Context: an optimization exercise on an open-source flow, tuned for small area and a short achievable clock period. The choices shown serve that exercise and are no tape-out recipe. The RTL was checked by simulation tests, not by an equivalence proof against the original design. Power is estimated from default activity; no workload was simulated.

==> flow/design.v (excerpt) <==
module Design_Top (
    input  wire    CLK     ,
    input  wire    RST     , 
    input  wire    RX_IN   ,
    output wire    TX_OUT 
);
wire Sync_RST;
RST_Sync u_RST_Sync (
    .RST      (RST      ),
    .clk      (CLK      ),
    .Sync_RST (Sync_RST )
);
wire       RX_Valid_Top;
wire [7:0] Rx_P_Data_Top;
wire [6:0] REG2_UART_Config_Top;
wire [3:0] REG3_DIV_Top;
RX u_RX1(
    .clk_Top        (CLK                         ),
    .rst_Top        (Sync_RST                    ),
    .RX_IN_Top      (RX_IN                       ),
    .Prescale_Top   (REG2_UART_Config_Top[6:2]   ),
    .PAR_EN_TOP     (REG2_UART_Config_Top[0]     ),
    .PAR_TYP_Top    (REG2_UART_Config_Top[1]     ),
    .Data_Valid_Top (RX_Valid_Top                ),
    .P_Data_Top     (Rx_P_Data_Top               )
);
reg [2:0] RX_Valid_Dly;
always @(posedge CLK) begin
    if (!Sync_RST)
        RX_Valid_Dly <= 3'b0;
    else
        RX_Valid_Dly <= {RX_Valid_Dly[1:0], RX_Valid_Top};
end
wire RX_Valid_Syn = RX_Valid_Dly[2];
wire        ALU_Enable_Top, CLK_Gate_En_Top;
wire        ALU_Out_Valid_Top;
wire [15:0] Row_We;
wire        REG_RdEn_Top;
RX_Controler u_RX_Controler(
    .clk         (CLK               ),
    .rst         (Sync_RST          ),
    .ALU_Enable  (ALU_Enable_Top    ),
    .CLK_Gate_En (CLK_Gate_En_Top   ),
    .Row_We      (Row_We            ),
    .REG_RdEn    (REG_RdEn_Top      ),
    .Rx_P_Data   (Rx_P_Data_Top     ),
    .RX_Valid    (RX_Valid_Syn      )
);
wire       REG_Rd_Valid_Top;
wire [7:0] REG_RdData_N;
wire [7:0] Operand_A_Top, Operand_B_Top;
wire       Clearing;
wire [3:0] Eng_Cnt;
  ...
Size in the first run: ~260 flip-flops, about 4 I/O pins, roughly 0.012 mm2 of cells after synthesis.
Settings: LEC_CHECK=0, ABC_AREA=1, CAP_MARGIN=0, CORE_MARGIN=2, CORE_UTILIZATION=70, CTS_BUF_LIST=sky130_fd_sc_hd__clkbuf_16, CTS_CLUSTER_DIAMETER=80, CTS_CLUSTER_SIZE=30, PLACE_DENSITY=0.75, SLEW_MARGIN=0; clock period 35.0 ns.
standard.sh (not shown) runs the stock make flow with config.mk's settings and CLKGATE_MAP_FILE= SYNTH_SCRIPT=/design/flow/synth_recipe.tcl, a recipe that flattens the netlist after the stock synthesis.
==> flow/flow/run.sh <==
#!/bin/bash
# The standard layout with two changes: the port buffers are sky130 buf_4
# cells (buffer_ports would otherwise pick the slow clkdlybuf4s50_1), and
# synthesis leaves adders to ABC instead of extracting half/full-adder cells
# first (ADDER_MAP_FILE empty). Registers are the standard synthesis's.
set -euo pipefail
bash standard.sh "BUFFER_PORTS_ARGS=-buffer_cell sky130_fd_sc_hd__buf_4" "ADDER_MAP_FILE=" finish > standard.log 2>&1
Next try:
==> flow/flow/run.sh (replaced) <==
#!/bin/bash
# The standard layout (the standard.sh) with three changes:
#  - the port buffers are sky130 buf_4 cells (buffer_ports would otherwise
#    pick the slow clkdlybuf4s50_1);
#  - synthesis leaves adders to ABC instead of extracting half/full-adder
#    cells first (ADDER_MAP_FILE empty);
#  - ABC maps the logic with flow/abc_area.script (area recovery with
#    choices and mfs2) instead of ORFS's abc_area.script. For that, ORFS's
#    scripts folder is copied here and only that file is replaced.
# Registers are mapped exactly as in the standard synthesis.
set -euo pipefail
W=$(pwd)
rm -rf "$W/orfs_scripts"
cp -r "$FLOW_HOME/scripts" "$W/orfs_scripts"
cp "$W/flow/abc_area.script" "$W/orfs_scripts/abc_area.script"
bash standard.sh "SCRIPTS_DIR=$W/orfs_scripts" \
    "BUFFER_PORTS_ARGS=-buffer_cell sky130_fd_sc_hd__buf_4" \
    "ADDER_MAP_FILE=" \
    "CTS_ARGS=-sink_clustering_enable -repair_clock_nets -sink_clustering_size 30 -sink_clustering_max_diameter 80 -buf_list sky130_fd_sc_hd__clkbuf_16 -dont_use_dummy_load" finish > standard.log 2>&1
==> flow/flow/abc_area.script (new file) <==
strash
dch -f
amap
mfs2
strash
dch -f
amap
mfs2
strash
dch -f
amap
topo
--- a/flow/config.mk
+++ b/flow/config.mk
@@ -14,3 +14,2 @@
 export CTS_CLUSTER_SIZE = 30
-export PLACE_DENSITY = 0.75
 export SLEW_MARGIN = 0
Result: Via count falls by 11%. Design area falls by 7.6%. Global-route usage rises by 1.2 points. Utilization rises by 0.74 points. Power falls by 14%. Sequential cell count is unchanged. Register-to-register slack gets worse by 2800 ps.
Next try:
==> flow/flow/run.sh (replaced) <==
#!/bin/bash
# The standard layout with two changes: the port buffers are sky130 buf_4
# cells (buffer_ports would otherwise pick the slow clkdlybuf4s50_1), and
# synthesis leaves adders to ABC instead of extracting half/full-adder cells
# first (ADDER_MAP_FILE empty). Registers are the standard synthesis's.
set -euo pipefail
bash standard.sh "BUFFER_PORTS_ARGS=-buffer_cell sky130_fd_sc_hd__buf_4" "ADDER_MAP_FILE=" finish > standard.log 2>&1
--- a/flow/config.mk
+++ b/flow/config.mk
@@ -12,4 +12,4 @@
 export CTS_BUF_LIST = sky130_fd_sc_hd__clkbuf_16
-export CTS_CLUSTER_DIAMETER = 80
-export CTS_CLUSTER_SIZE = 30
+export CTS_CLUSTER_DIAMETER = 60
+export CTS_CLUSTER_SIZE = 40
 export SLEW_MARGIN = 0
removed: flow/flow/abc_area.script
Result: The changed run produced a clean layout; register-to-register slack improves by 2800 ps; core utilization climbs by 0.87 points; fmax barely changes; clock skew drops by 6.9 ps; setup slack degrades by 7.1 ps; cell count climbs by 23%.
Next try:
==> flow/flow/run.sh (replaced) <==
#!/bin/bash
# The standard layout (the standard.sh) with three changes:
#  - the port buffers are sky130 buf_4 cells (buffer_ports would otherwise
#    pick the slow clkdlybuf4s50_1);
#  - synthesis leaves adders to ABC instead of extracting half/full-adder
#    cells first (ADDER_MAP_FILE empty);
#  - ABC maps the logic with flow/abc_area.script (area recovery with
#    choices and mfs2) instead of ORFS's abc_area.script. For that, ORFS's
#    scripts folder is copied here and only that file is replaced.
# Registers are mapped exactly as in the standard synthesis.
set -euo pipefail
W=$(pwd)
rm -rf "$W/orfs_scripts"
cp -r "$FLOW_HOME/scripts" "$W/orfs_scripts"
cp "$W/flow/abc_area.script" "$W/orfs_scripts/abc_area.script"
bash standard.sh "SCRIPTS_DIR=$W/orfs_scripts" \
    "BUFFER_PORTS_ARGS=-buffer_cell sky130_fd_sc_hd__buf_4" \
    "ADDER_MAP_FILE=" finish > standard.log 2>&1
==> flow/flow/abc_area.script (new file) <==
strash
dch -f
map -a -B 0.9
mfs2
strash
dch -f
map -a -B 0.9
mfs2
strash
dch -f
map -a -B 0.9
topo
--- a/flow/config.mk
+++ b/flow/config.mk
@@ -12,4 +12,4 @@
 export CTS_BUF_LIST = sky130_fd_sc_hd__clkbuf_16
-export CTS_CLUSTER_DIAMETER = 60
-export CTS_CLUSTER_SIZE = 40
+export CTS_CLUSTER_DIAMETER = 80
+export CTS_CLUSTER_SIZE = 30
 export SLEW_MARGIN = 0
Wire length is lower by a little under a tenth.
Non-clock buffer count is higher by 1.
Sequential cell count is unchanged.
Synthesized cell count is lower by about a fifth.
Power is lower by a little under a tenth.
Cell area is lower by a little under a tenth.

-- what the ideal ports hide --
The results above use ideal ports. As a check the final layouts listed here were re-extracted and re-timed, cells and wires unchanged. Step 1: set_driving_cell puts a clkbuf_16 on CLK and a buf_2 on each other input, an assumption about the parent block. Step 2 moves the port delays by t, midway between the first and last clock arrival at a register: inputs arrive t later, outputs are due t later. That takes back most of the time a late clock gives input paths. Slacks: ideal ports / drivers / drivers and shift; pairs: ideal ports / drivers.
run	t (ns)	setup slack, ns	hold slack, ns	pins driven straight from the clock port
the first run	0.536	26.999 / 26.954 / 27.155	0.277 / 0.277 / 0.277	1
the second run	0.510	26.987 / 26.945 / 27.002	0.292 / 0.292 / 0.292	1
the third run	0.557	26.980 / 26.936 / 27.117	0.273 / 0.273 / 0.273	1
the fourth run	0.536	26.985 / 26.937 / 26.567	0.236 / 0.236 / 0.236	1
After both steps every run listed still meets setup and hold. For the fourth run, which loses most, drivers alone change the setup slack by -0.048 ns; drivers and shift together by -0.418 ns.
